Source: an optimization exercise on an open RTL-to-GDS flow (aim: small area, a short achievable clock period and few clock cycles). Production flows keep margins and buffers that such runs may drop.
The RTL was checked by simulation tests, not by an equivalence proof against the original design.
Power and IR drop assume default switching activity.

== old ==
==> flow/design.v <==
module CPU(
	input clk,
	input rst,
	output reg [15 : 0]PC,
	input  [31 : 0]instr,
	output [15 : 0]mem_addr,
	output [15 : 0]mem_data,
	output write,
	input  [15 : 0]mem_rdata,
	output [255 : 0]REGS,
	output halted
);
	reg [15 : 0] R [0 : 14];
	reg ZF, SF;
	reg halt_r, stuck_r;
	genvar gi;
	generate
		for (gi = 0; gi < 15; gi = gi + 1) begin : g_regs
			assign REGS[gi*16 +: 16] = R[gi];
		end
	endgenerate
	assign REGS[255 : 240] = 16'd0;
	assign halted = halt_r;
	reg        e_we1, e_we2, e_store, e_usesum, e_setcc, e_cin, e_w4;
	reg [1 : 0] e_op;              
	reg [3 : 0] e_d1, e_d2;
	reg [15 : 0] e_x, e_b, e_d;
	wire [15 : 0] sum = e_x + e_b + {15'd0, e_cin};
	reg  [15 : 0] v1;
	always @(*) begin
		case (e_op)
			2'd0: v1 = sum;
			2'd1: v1 = e_x & e_b;
			2'd2: v1 = e_x ^ e_b;
			default: v1 = 16'd1;
		endcase
	end
	assign mem_addr = e_usesum ? sum : R[4];
	assign mem_data = e_d;
	assign write = e_store;
	wire zf_l = e_setcc ? (v1 == 16'd0) : ZF;
	wire sf_l = e_setcc ? v1[15] : SF;
	wire [3 : 0] icode = instr[3 : 0];
	wire [3 : 0] ifun  = instr[7 : 4];
	wire [3 : 0] rA    = instr[11 : 8];
	wire [3 : 0] rB    = instr[15 : 12];
	wire [15 : 0] valC_r = instr[31 : 16];
	wire [15 : 0] valC_j = instr[23 : 8];
	wire i_halt  = icode == 4'd0;
	wire i_rrmov = icode == 4'd2;
	wire i_irmov = icode == 4'd3;
	wire i_rmmov = icode == 4'd4;
	wire i_mrmov = icode == 4'd5;
	wire i_opq   = icode == 4'd6;
	wire i_jxx   = icode == 4'd7;
	wire i_call  = icode == 4'd8;
	wire i_ret   = icode == 4'd9;
	wire i_push  = icode == 4'd10;
	wire i_pop   = icode == 4'd11;
	wire i_inv   = icode >= 4'd13;
	function [15 : 0] rd;
		input [3 : 0] idx;
		begin
			rd = (idx == 4'd15) ? 16'd0 : R[idx];
		end
	endfunction
	wire [15 : 0] a_eff = (e_we2 && e_d2 == rA) ? mem_rdata :
	                      (e_we1 && e_d1 == rA) ? v1 : rd(rA);
	wire [15 : 0] b_eff = (e_we2 && e_d2 == rB) ? mem_rdata :
	                      (e_we1 && e_d1 == rB) ? v1 : rd(rB);
	wire [15 : 0] s_eff = (e_we2 && e_d2 == 4'd4) ? mem_rdata :
	                      (e_we1 && e_d1 == 4'd4) ? v1 : R[4];
	wire cond = (ifun == 4'd0) || (ifun == 4'd1 && sf_l) ||
	            (ifun == 4'd2 && zf_l) || (ifun == 4'd3 && !zf_l);
	wire ret_stall = i_ret && (e_usesum || e_w4);
	wire run = !halt_r && !stuck_r;
	wire go  = run && !ret_stall;    
	wire [15 : 0] p8  = PC + 16'd8;
	wire [15 : 0] p16 = PC + 16'd16;
	wire [15 : 0] p24 = PC + 16'd24;
	wire [15 : 0] p32 = PC + 16'd32;
	reg  [15 : 0] valP;
	always @(*) begin
		case (icode)
			4'd2, 4'd6, 4'd10, 4'd11: valP = p16;
			4'd3, 4'd4, 4'd5:         valP = p32;
			4'd7, 4'd8:               valP = p24;
			default:                  valP = p8;
		endcase
	end
	wire [15 : 0] pc_next = i_ret ? mem_rdata :
	                        (i_call || (i_jxx && cond)) ? valC_j : valP;
	wire f_sub = i_opq && ifun == 4'd1;
	wire f_we1 = ((i_rrmov || i_irmov || i_opq) && rB != 4'd15) ||
	             i_push || i_pop || i_call || i_ret;
	wire [3 : 0] f_d1 = (i_push || i_pop || i_call || i_ret) ? 4'd4 : rB;
	wire f_we2 = (i_mrmov || i_pop) && rA != 4'd15;
	wire f_store = i_rmmov || i_push || i_call;
	wire f_usesum = i_rmmov || i_mrmov || i_push || i_call;
	wire f_w4 = (f_we1 && f_d1 == 4'd4) || (f_we2 && rA == 4'd4);
	reg [1 : 0] f_op;
	always @(*) begin
		if (i_opq)
			case (ifun)
				4'd0, 4'd1: f_op = 2'd0;
				4'd2: f_op = 2'd1;
				4'd3: f_op = 2'd2;
				default: f_op = 2'd3;
			endcase
		else
			f_op = 2'd0;
	end
	wire [15 : 0] f_x = (i_rrmov || i_opq) ? (a_eff ^ {16{f_sub}}) :
	                    (i_push || i_call) ? 16'hFFF8 :
	                    (i_pop || i_ret) ? 16'd8 : valC_r;
	wire [15 : 0] f_b = (i_rmmov || i_mrmov || i_opq) ? b_eff :
	                    (i_push || i_pop || i_call || i_ret) ? s_eff : 16'd0;
	wire [15 : 0] f_dd = i_call ? p24 : a_eff;
	integer k;
	always @(posedge clk) begin
		if (rst) begin
			PC <= 16'd0;
			halt_r <= 1'b0;
			stuck_r <= 1'b0;
			ZF <= 1'b0;
			SF <= 1'b0;
			e_we1 <= 1'b0;
			e_we2 <= 1'b0;
			e_store <= 1'b0;
			e_usesum <= 1'b0;
			e_setcc <= 1'b0;
			e_w4 <= 1'b0;
			for (k = 0; k < 15; k = k + 1)
				R[k] <= 16'd0;
		end else begin
			if (e_we1)
				R[e_d1] <= v1;
			if (e_we2)
				R[e_d2] <= mem_rdata;
			if (e_setcc) begin
				ZF <= v1 == 16'd0;
				SF <= v1[15];
			end
			if (go) begin
				if (i_halt)
					halt_r <= 1'b1;
				else if (i_inv)
					stuck_r <= 1'b1;
				else
					PC <= pc_next;
			end
			e_we1 <= go && f_we1;
			e_we2 <= go && f_we2;
			e_store <= go && f_store;
			e_usesum <= go && f_usesum;
			e_setcc <= go && i_opq;
			e_w4 <= go && f_w4;
		end
		e_op <= f_op;
		e_cin <= f_sub;
		e_d1 <= f_d1;
		e_d2 <= rA;
		e_x <= f_x;
		e_b <= f_b;
		e_d <= f_dd;
	end
endmodule
export LEC_CHECK = 0
export CAP_MARGIN = 20
export CORE_MARGIN = 2
export CORE_UTILIZATION = 40
export PLACE_DENSITY = 0.6
export SETUP_SLACK_MARGIN = 0.5
export SLEW_MARGIN = 20
create_clock -name core_clock -period 10.0 [get_ports {clk}]
run.sh (not shown) runs the stock make flow with config.mk's settings and CLKGATE_MAP_FILE= SYNTH_SCRIPT=/design/flow/synth_recipe.tcl, a recipe that flattens the netlist after the stock synthesis.
Testbench counts of old, summed over its fixed seeds: cycles 157,411.
diff inputs: old => new
-- flow/design.v --
<<< old, line 22
	assign REGS[255 : 240] = 16'd0;
	assign halted = halt_r;
	reg        e_we1, e_we2, e_store, e_usesum, e_setcc, e_cin, e_w4;
	reg [1 : 0] e_op;              
	reg [3 : 0] e_d1, e_d2;
	reg [15 : 0] e_x, e_b, e_d;
	wire [15 : 0] sum = e_x + e_b + {15'd0, e_cin};
>>> new, line 22
	assign REGS[255 : 240] = 16'd0;
	assign halted = halt_r;
	reg        e_we1, e_wmem, e_wsp, e_store, e_usesum, e_setcc, e_cin, e_w4;
	reg [1 : 0] e_op;              
	reg [3 : 0] e_d1;
	reg [15 : 0] e_x, e_b, e_d;
	wire [15 : 0] sum = e_x + e_b + {15'd0, e_cin};
<<< old, line 59
	wire i_pop   = icode == 4'd11;
	wire i_inv   = icode >= 4'd13;
	function [15 : 0] rd;
		input [3 : 0] idx;
		begin
			rd = (idx == 4'd15) ? 16'd0 : R[idx];
		end
	endfunction
	wire [15 : 0] a_eff = (e_we2 && e_d2 == rA) ? mem_rdata :
	                      (e_we1 && e_d1 == rA) ? v1 : rd(rA);
	wire [15 : 0] b_eff = (e_we2 && e_d2 == rB) ? mem_rdata :
	                      (e_we1 && e_d1 == rB) ? v1 : rd(rB);
	wire [15 : 0] s_eff = (e_we2 && e_d2 == 4'd4) ? mem_rdata :
	                      (e_we1 && e_d1 == 4'd4) ? v1 : R[4];
	wire cond = (ifun == 4'd0) || (ifun == 4'd1 && sf_l) ||
	            (ifun == 4'd2 && zf_l) || (ifun == 4'd3 && !zf_l);
>>> new, line 59
	wire i_pop   = icode == 4'd11;
	wire i_inv   = icode >= 4'd13;
	wire [15 : 0] r4v = e_wsp ? sum : R[4];
	function [15 : 0] rd;
		input [3 : 0] idx;
		begin
			rd = (idx == 4'd15) ? 16'd0 : (idx == 4'd4) ? r4v : R[idx];
		end
	endfunction
	wire [15 : 0] wv = e_wmem ? mem_rdata : v1;
	wire [15 : 0] a_eff = (e_we1 && e_d1 == rA) ? wv : rd(rA);
	wire [15 : 0] b_eff = (e_we1 && e_d1 == rB) ? wv : rd(rB);
	wire [15 : 0] s_eff = (e_we1 && e_d1 == 4'd4) ? wv : r4v;
	wire cond = (ifun == 4'd0) || (ifun == 4'd1 && sf_l) ||
	            (ifun == 4'd2 && zf_l) || (ifun == 4'd3 && !zf_l);
<<< old, line 92
	                        (i_call || (i_jxx && cond)) ? valC_j : valP;
	wire f_sub = i_opq && ifun == 4'd1;
	wire f_we1 = ((i_rrmov || i_irmov || i_opq) && rB != 4'd15) ||
	             i_push || i_pop || i_call || i_ret;
	wire [3 : 0] f_d1 = (i_push || i_pop || i_call || i_ret) ? 4'd4 : rB;
	wire f_we2 = (i_mrmov || i_pop) && rA != 4'd15;
	wire f_store = i_rmmov || i_push || i_call;
	wire f_usesum = i_rmmov || i_mrmov || i_push || i_call;
	wire f_w4 = (f_we1 && f_d1 == 4'd4) || (f_we2 && rA == 4'd4);
	reg [1 : 0] f_op;
	always @(*) begin
>>> new, line 91
	                        (i_call || (i_jxx && cond)) ? valC_j : valP;
	wire f_sub = i_opq && ifun == 4'd1;
	wire f_wmem = i_mrmov || i_pop;
	wire f_we1 = ((i_rrmov || i_irmov || i_opq) && rB != 4'd15) ||
	             (f_wmem && rA != 4'd15) || i_push || i_call || i_ret;
	wire [3 : 0] f_d1 = (i_push || i_call || i_ret) ? 4'd4 : f_wmem ? rA : rB;
	wire f_store = i_rmmov || i_push || i_call;
	wire f_usesum = i_rmmov || i_mrmov || i_push || i_call;
	wire f_w4 = (f_we1 && f_d1 == 4'd4) || i_pop;
	reg [1 : 0] f_op;
	always @(*) begin
<<< old, line 117
	                    (i_push || i_pop || i_call || i_ret) ? s_eff : 16'd0;
	wire [15 : 0] f_dd = i_call ? p24 : a_eff;
	integer k;
	always @(posedge clk) begin
		if (rst) begin
>>> new, line 116
	                    (i_push || i_pop || i_call || i_ret) ? s_eff : 16'd0;
	wire [15 : 0] f_dd = i_call ? p24 : a_eff;
	wire [15 : 0] wbus = rst ? 16'd0 : wv;
	integer k;
	always @(posedge clk) begin
		for (k = 0; k < 15; k = k + 1)
			if (rst || (e_we1 && e_d1 == k))
				R[k] <= wbus;
			else if (k == 4 && e_wsp)
				R[k] <= sum;
	end
	always @(posedge clk) begin
		if (rst) begin
<<< old, line 126
			SF <= 1'b0;
			e_we1 <= 1'b0;
			e_we2 <= 1'b0;
			e_store <= 1'b0;
			e_usesum <= 1'b0;
			e_setcc <= 1'b0;
			e_w4 <= 1'b0;
			for (k = 0; k < 15; k = k + 1)
				R[k] <= 16'd0;
		end else begin
			if (e_we1)
				R[e_d1] <= v1;
			if (e_we2)
				R[e_d2] <= mem_rdata;
			if (e_setcc) begin
				ZF <= v1 == 16'd0;
>>> new, line 133
			SF <= 1'b0;
			e_we1 <= 1'b0;
			e_wsp <= 1'b0;
			e_store <= 1'b0;
			e_usesum <= 1'b0;
			e_setcc <= 1'b0;
			e_w4 <= 1'b0;
		end else begin
			if (e_setcc) begin
				ZF <= v1 == 16'd0;
<<< old, line 151
			end
			e_we1 <= go && f_we1;
			e_we2 <= go && f_we2;
			e_store <= go && f_store;
			e_usesum <= go && f_usesum;
>>> new, line 152
			end
			e_we1 <= go && f_we1;
			e_wsp <= go && i_pop;
			e_store <= go && f_store;
			e_usesum <= go && f_usesum;
<<< old, line 160
		e_cin <= f_sub;
		e_d1 <= f_d1;
		e_d2 <= rA;
		e_x <= f_x;
		e_b <= f_b;
>>> new, line 161
		e_cin <= f_sub;
		e_d1 <= f_d1;
		e_wmem <= f_wmem;
		e_x <= f_x;
		e_b <= f_b;
[summary]
old → new: total track usage moved up; initial antenna violation count decreased by 1 relative to the old numbers. Lower setup skew after layout goes to old over new. Compared with old, new shows first-iteration DRC count that has gone down by more than 10%. Side by side, area growth from synthesis to layout turned out higher in new than in old. Between old and new, clock period minus worst slack increased. new — delay of the slowest cell on the worst path 0.29 ns higher, old as reference. The first-pass GRT wire length reported for new is smaller than that of old by about 10%. Compared with old, new is the more power-hungry design. Hold slack | new above old. The final reports for new and old show via count of the first global-routing pass lower in the former. Summary of new over old: share of cell area taken by flip-flops and latches went up by 3.2 points; initial standard-cell utilization of the core was more or less identical.
Testbench counts of new, summed over its fixed seeds: cycles 157,411.

-- afterwards: timing with drivers on the ports --
Ports are ideal in the flow. The routed layouts listed here were re-timed in OpenROAD. Step 1 (the two cells are an assumption about what drives the block):
set clk [get_ports {clk}]
set_driving_cell -lib_cell sky130_fd_sc_hd__clkbuf_16 $clk
set_driving_cell -lib_cell sky130_fd_sc_hd__buf_2 [delete_from_list [all_inputs] $clk]
Step 2, shift: input delay + t, output delay - t, t = (earliest + latest rising clock arrival at the registers) / 2. This alone moves slack from input paths to output paths. a / b / c = ideal ports / drivers / drivers and shift; a / b = the first two.
run	t, ns	setup WS [ns]	hold slack, ns	worst setup path at the end
old	0.646	4.225 / 4.158 / 3.719	0.495 / 0.495 / 0.495	input to register
new	0.639	3.883 / 3.828 / 3.920	0.502 / 0.502 / 0.502	input to register
After both steps every run listed still meets setup and hold. For old, which loses most, drivers alone change the setup slack by -0.067 ns; drivers and shift together by -0.506 ns.
